What follows belongs to an exercise in optimizing a design on an open flow for small area and few clock cycles; a production flow would make more cautious choices.
The RTL was checked by simulation tests, not by an equivalence proof against the original design.

Design cpu, start of the top module:
module cpu(
    input  wire                     clk,
    input  wire                     reset_,
    input  wire [31:0]    M0BusRdData,
    input  wire                     M0BusRdy_,
    input  wire                     M0BusGrnt_,
    output wire                     M0BusReq_,
    output wire [29:0]    M0BusAddr,
    output wire                     M0BusAs_,
    input  wire [31:0]    M1BusRdData,
    input  wire                     M1BusRdy_,
    input  wire                     M1BusGrnt_,
    output wire                     M1BusReq_,
    output wire [29:0]    M1BusAddr,
    output wire                     M1BusAs_,
    output wire                     M1BusRW,
    output wire [31:0]    M1BusWrData,
    input  wire [31:0]    IFSPMRdData,
    output wire [11:0]     IFSPMAddr,
    output wire                     IFSPMAs_,
    input  wire [31:0]    MemSPMRdData,
    output wire [11:0]     MemSPMAddr,
    output wire                     MemSPMAs_,
    output wire                     MemSPMRW,
    output wire [31:0]    MemSPMWrData
);
Size: roughly 4,900 cells after synthesis, roughly 290 I/O pins, roughly 61,000 um^2 of cells after synthesis.
==> flow/config.mk <==
export PLATFORM = sky130hd
export DESIGN_NAME = cpu
export DESIGN_NICKNAME = cpu
export VERILOG_FILES = /design/flow/design.v
export SDC_FILE = /design/flow/constraint.sdc
export NUM_CORES = 4
export LEC_CHECK = 0
export CAP_MARGIN = 20
export CORE_MARGIN = 2
export CORE_UTILIZATION = 35
export PLACE_DENSITY = 0.55
export SLEW_MARGIN = 20
==> flow/constraint.sdc <==
create_clock -name core_clock -period 11.0 [get_ports {clk}]
set_input_delay 2.2000 -clock core_clock [delete_from_list [all_inputs] [get_ports {clk}]]
set_output_delay 2.2000 -clock core_clock [all_outputs]
set_load 0.01 [all_outputs]
standard.sh (not shown) runs the stock make flow with config.mk's settings and CLKGATE_MAP_FILE= SYNTH_SCRIPT=/design/flow/synth_recipe.tcl, a recipe that flattens the netlist after the stock synthesis.
==> flow/flow/run.sh <==
#!/bin/bash
# Layout flow: the standard synthesis (unchanged), then a second technology mapping of
# the combinational logic only, for area (flip-flops are kept exactly as synthesis made
# them), then the standard layout from the floorplan on, with small port buffers and

set -euo pipefail
W=$(pwd)
R=$W/orfs/results/$FLOW_PLATFORM/cpu/base

bash standard.sh synth > $W/log_1_standard_synth.log 2>&1
cp $R/1_2_yosys.v $W/standard_1_2_yosys.v

export REMAP_DIR=$W
export REMAP_LIB=$FLOW_HOME/platforms/$FLOW_PLATFORM/lib/sky130_fd_sc_hd__tt_025C_1v80.lib
export REMAP_IN=$W/standard_1_2_yosys.v
export REMAP_OUT=$W/remapped_1_2_yosys.v
export REMAP_SEQ="$(grep -oE 'sky130_fd_sc_hd__(df|edf|sdf|dl)[a-z0-9]*_[0-9]+' $REMAP_IN | sort -u | sed 's/^/=/' | tr '\n' ' ')"
export REMAP_DONT="$(sed -n '/DONT_USE_CELLS += /,/^$/p' $FLOW_HOME/platforms/$FLOW_PLATFORM/config.mk | grep -oE 'sky130_fd_sc_hd__[a-z0-9_]+' | sed 's/^/-dont_use /' | tr '\n' ' ')"
yosys -c $W/flow/remap.tcl > $W/log_2_remap.log 2>&1

cp $REMAP_OUT $R/1_2_yosys.v
touch $R/1_2_yosys.v

# every port still gets its buffer, a small one
PORTBUF="-buffer_cell sky130_fd_sc_hd__buf_1"
CTSARGS="-sink_clustering_enable -repair_clock_nets -dont_use_dummy_load"
bash standard.sh "BUFFER_PORTS_ARGS=$PORTBUF" "CTS_ARGS=$CTSARGS" finish > $W/log_3_standard_layout.log 2>&1
Other scripts of this flow, unchanged in this note and not shown: flow/flow/remap.abc, flow/flow/remap.tcl
Edit:
--- a/flow/flow/run.sh
+++ b/flow/flow/run.sh
@@ -25,3 +25,2 @@
 PORTBUF="-buffer_cell sky130_fd_sc_hd__buf_1"
-CTSARGS="-sink_clustering_enable -repair_clock_nets -dont_use_dummy_load"
-bash standard.sh "BUFFER_PORTS_ARGS=$PORTBUF" "CTS_ARGS=$CTSARGS" finish > $W/log_3_standard_layout.log 2>&1
+bash standard.sh "BUFFER_PORTS_ARGS=$PORTBUF" finish > $W/log_3_standard_layout.log 2>&1
CORE_UTILIZATION = 25   (was 35)
PLACE_DENSITY = 0.45   (was 0.55)
Result: Core utilization goes down by 11 points; routed wire length goes up by 8.1%; area after synthesis stays the same; register-to-register slack improved by 0.12 ns; first-iteration DRC count goes down by 7.7%; final cell count goes up by 13%; die area goes up by about 40%.

* * *

Starting RTL as in the previous note.
==> flow/config.mk <==
export PLATFORM = sky130hd
export DESIGN_NAME = cpu
export DESIGN_NICKNAME = cpu
export VERILOG_FILES = /design/flow/design.v
export SDC_FILE = /design/flow/constraint.sdc
export NUM_CORES = 4
export LEC_CHECK = 0
export CAP_MARGIN = 20
export CORE_MARGIN = 2
export CORE_UTILIZATION = 35
export PLACE_DENSITY = 0.55
export SLEW_MARGIN = 20
==> flow/constraint.sdc <==
create_clock -name core_clock -period 11.0 [get_ports {clk}]
set_input_delay 2.2000 -clock core_clock [delete_from_list [all_inputs] [get_ports {clk}]]
set_output_delay 2.2000 -clock core_clock [all_outputs]
set_load 0.01 [all_outputs]
==> flow/flow/run.sh <==
#!/bin/bash
# Layout flow: the standard synthesis (unchanged), then a second technology mapping of
# the combinational logic only, for area (flip-flops are kept exactly as synthesis made
# them), then the standard layout from the floorplan on, with small port buffers and

set -euo pipefail
W=$(pwd)
R=$W/orfs/results/$FLOW_PLATFORM/cpu/base

bash standard.sh synth > $W/log_1_standard_synth.log 2>&1
cp $R/1_2_yosys.v $W/standard_1_2_yosys.v

export REMAP_DIR=$W
export REMAP_LIB=$FLOW_HOME/platforms/$FLOW_PLATFORM/lib/sky130_fd_sc_hd__tt_025C_1v80.lib
export REMAP_IN=$W/standard_1_2_yosys.v
export REMAP_OUT=$W/remapped_1_2_yosys.v
export REMAP_SEQ="$(grep -oE 'sky130_fd_sc_hd__(df|edf|sdf|dl)[a-z0-9]*_[0-9]+' $REMAP_IN | sort -u | sed 's/^/=/' | tr '\n' ' ')"
export REMAP_DONT="$(sed -n '/DONT_USE_CELLS += /,/^$/p' $FLOW_HOME/platforms/$FLOW_PLATFORM/config.mk | grep -oE 'sky130_fd_sc_hd__[a-z0-9_]+' | sed 's/^/-dont_use /' | tr '\n' ' ')"
yosys -c $W/flow/remap.tcl > $W/log_2_remap.log 2>&1

cp $REMAP_OUT $R/1_2_yosys.v
touch $R/1_2_yosys.v

# every port still gets its buffer, a small one
PORTBUF="-buffer_cell sky130_fd_sc_hd__buf_1"
bash standard.sh "BUFFER_PORTS_ARGS=$PORTBUF" finish > $W/log_3_standard_layout.log 2>&1
==> flow/flow/remap.abc <==
&get -n
&st
&dch -f
&nf -R 1000 -p -C 32 -F 8 -A 4
&put
==> flow/flow/remap.tcl <==
# Second technology mapping of the combinational logic of the standard synthesis.
# Every flip-flop instance stays as it is (name, cell type, connections); only the
# gates between them are mapped again, for area.
yosys read_liberty -ignore_miss_func $::env(REMAP_LIB)
yosys read_verilog $::env(REMAP_IN)
yosys hierarchy -top $::env(FLOW_TOP)
yosys blackbox {*}$::env(REMAP_SEQ)
yosys flatten
yosys opt -purge
yosys abc -liberty $::env(REMAP_LIB) {*}$::env(REMAP_DONT) -script $::env(REMAP_DIR)/flow/remap.abc
yosys opt_clean -purge
yosys write_verilog -noattr -nohex -nodec $::env(REMAP_DIR)/remap_tmp.v
# read the mapped netlist back against the library's cells only
yosys design -reset
yosys read_liberty -lib $::env(REMAP_LIB)
yosys read_verilog $::env(REMAP_DIR)/remap_tmp.v
yosys hierarchy -top $::env(FLOW_TOP)
yosys splitnets
yosys opt_clean -purge
yosys hilomap -singleton -hicell sky130_fd_sc_hd__conb_1 HI -locell sky130_fd_sc_hd__conb_1 LO
yosys insbuf -buf sky130_fd_sc_hd__buf_4 A X
yosys tee -o $::env(REMAP_DIR)/remap_stat.txt stat -liberty $::env(REMAP_LIB)
yosys check -assert -mapped
yosys write_verilog -noattr -nohex -nodec $::env(REMAP_OUT)
Edit:
--- a/flow/flow/run.sh
+++ b/flow/flow/run.sh
@@ -25,2 +25,3 @@
 PORTBUF="-buffer_cell sky130_fd_sc_hd__buf_1"
-bash standard.sh "BUFFER_PORTS_ARGS=$PORTBUF" finish > $W/log_3_standard_layout.log 2>&1
+CTSARGS="-sink_clustering_enable -repair_clock_nets -dont_use_dummy_load"
+bash standard.sh "BUFFER_PORTS_ARGS=$PORTBUF" "CTS_ARGS=$CTSARGS" finish > $W/log_3_standard_layout.log 2>&1
CORE_UTILIZATION = 40   (was 35)
PLACE_DENSITY = 0.6   (was 0.55)
=>
- synthesized area does not change
- cell count shrinks by 5.0%
- hold slack hardly moves
- final area drops by 1.9%
- sequential cell count is unchanged
- global-route usage goes up by 5.3 points

port drivers added, routing unchanged:
How much do the figures lean on ideal ports? The routed layouts below were timed once more, with nothing changed but the port constraints. Step 1 sets driving cells, clkbuf_16 on the clock port and buf_2 on the other inputs (assumed; they add their load-dependent delay and slew). Step 2 adds t to the input delays and takes it off the output delays; t is the mean of the earliest and latest rising clock arrival at the registers after step 1. Input paths then give back, and output paths get back, about the clock's delay inside the block. a / b / c = no drivers / after step 1 / after step 2; a / b = the first two.
run | t, ns | slack for setup (ns) | latest minus earliest clock arrival (ns) | slew at the worst register clock pin (ns)
the first run of note 1 | 0.886 | 0.440 / 0.440 / 0.440 | 0.143 / 0.142 | 0.07 / 0.07
the second run of note 1 | 0.917 | 0.218 / 0.128 / 0.555 | 0.087 / 0.087 | 0.07 / 0.07
the first run of note 2 | 0.913 | 0.399 / 0.399 / 0.399 | 0.086 / 0.087 | 0.07 / 0.07
the second run of note 2 | 0.859 | 0.338 / 0.247 / 0.395 | 0.092 / 0.092 | 0.07 / 0.07
After both steps setup and hold are still met in every run listed.
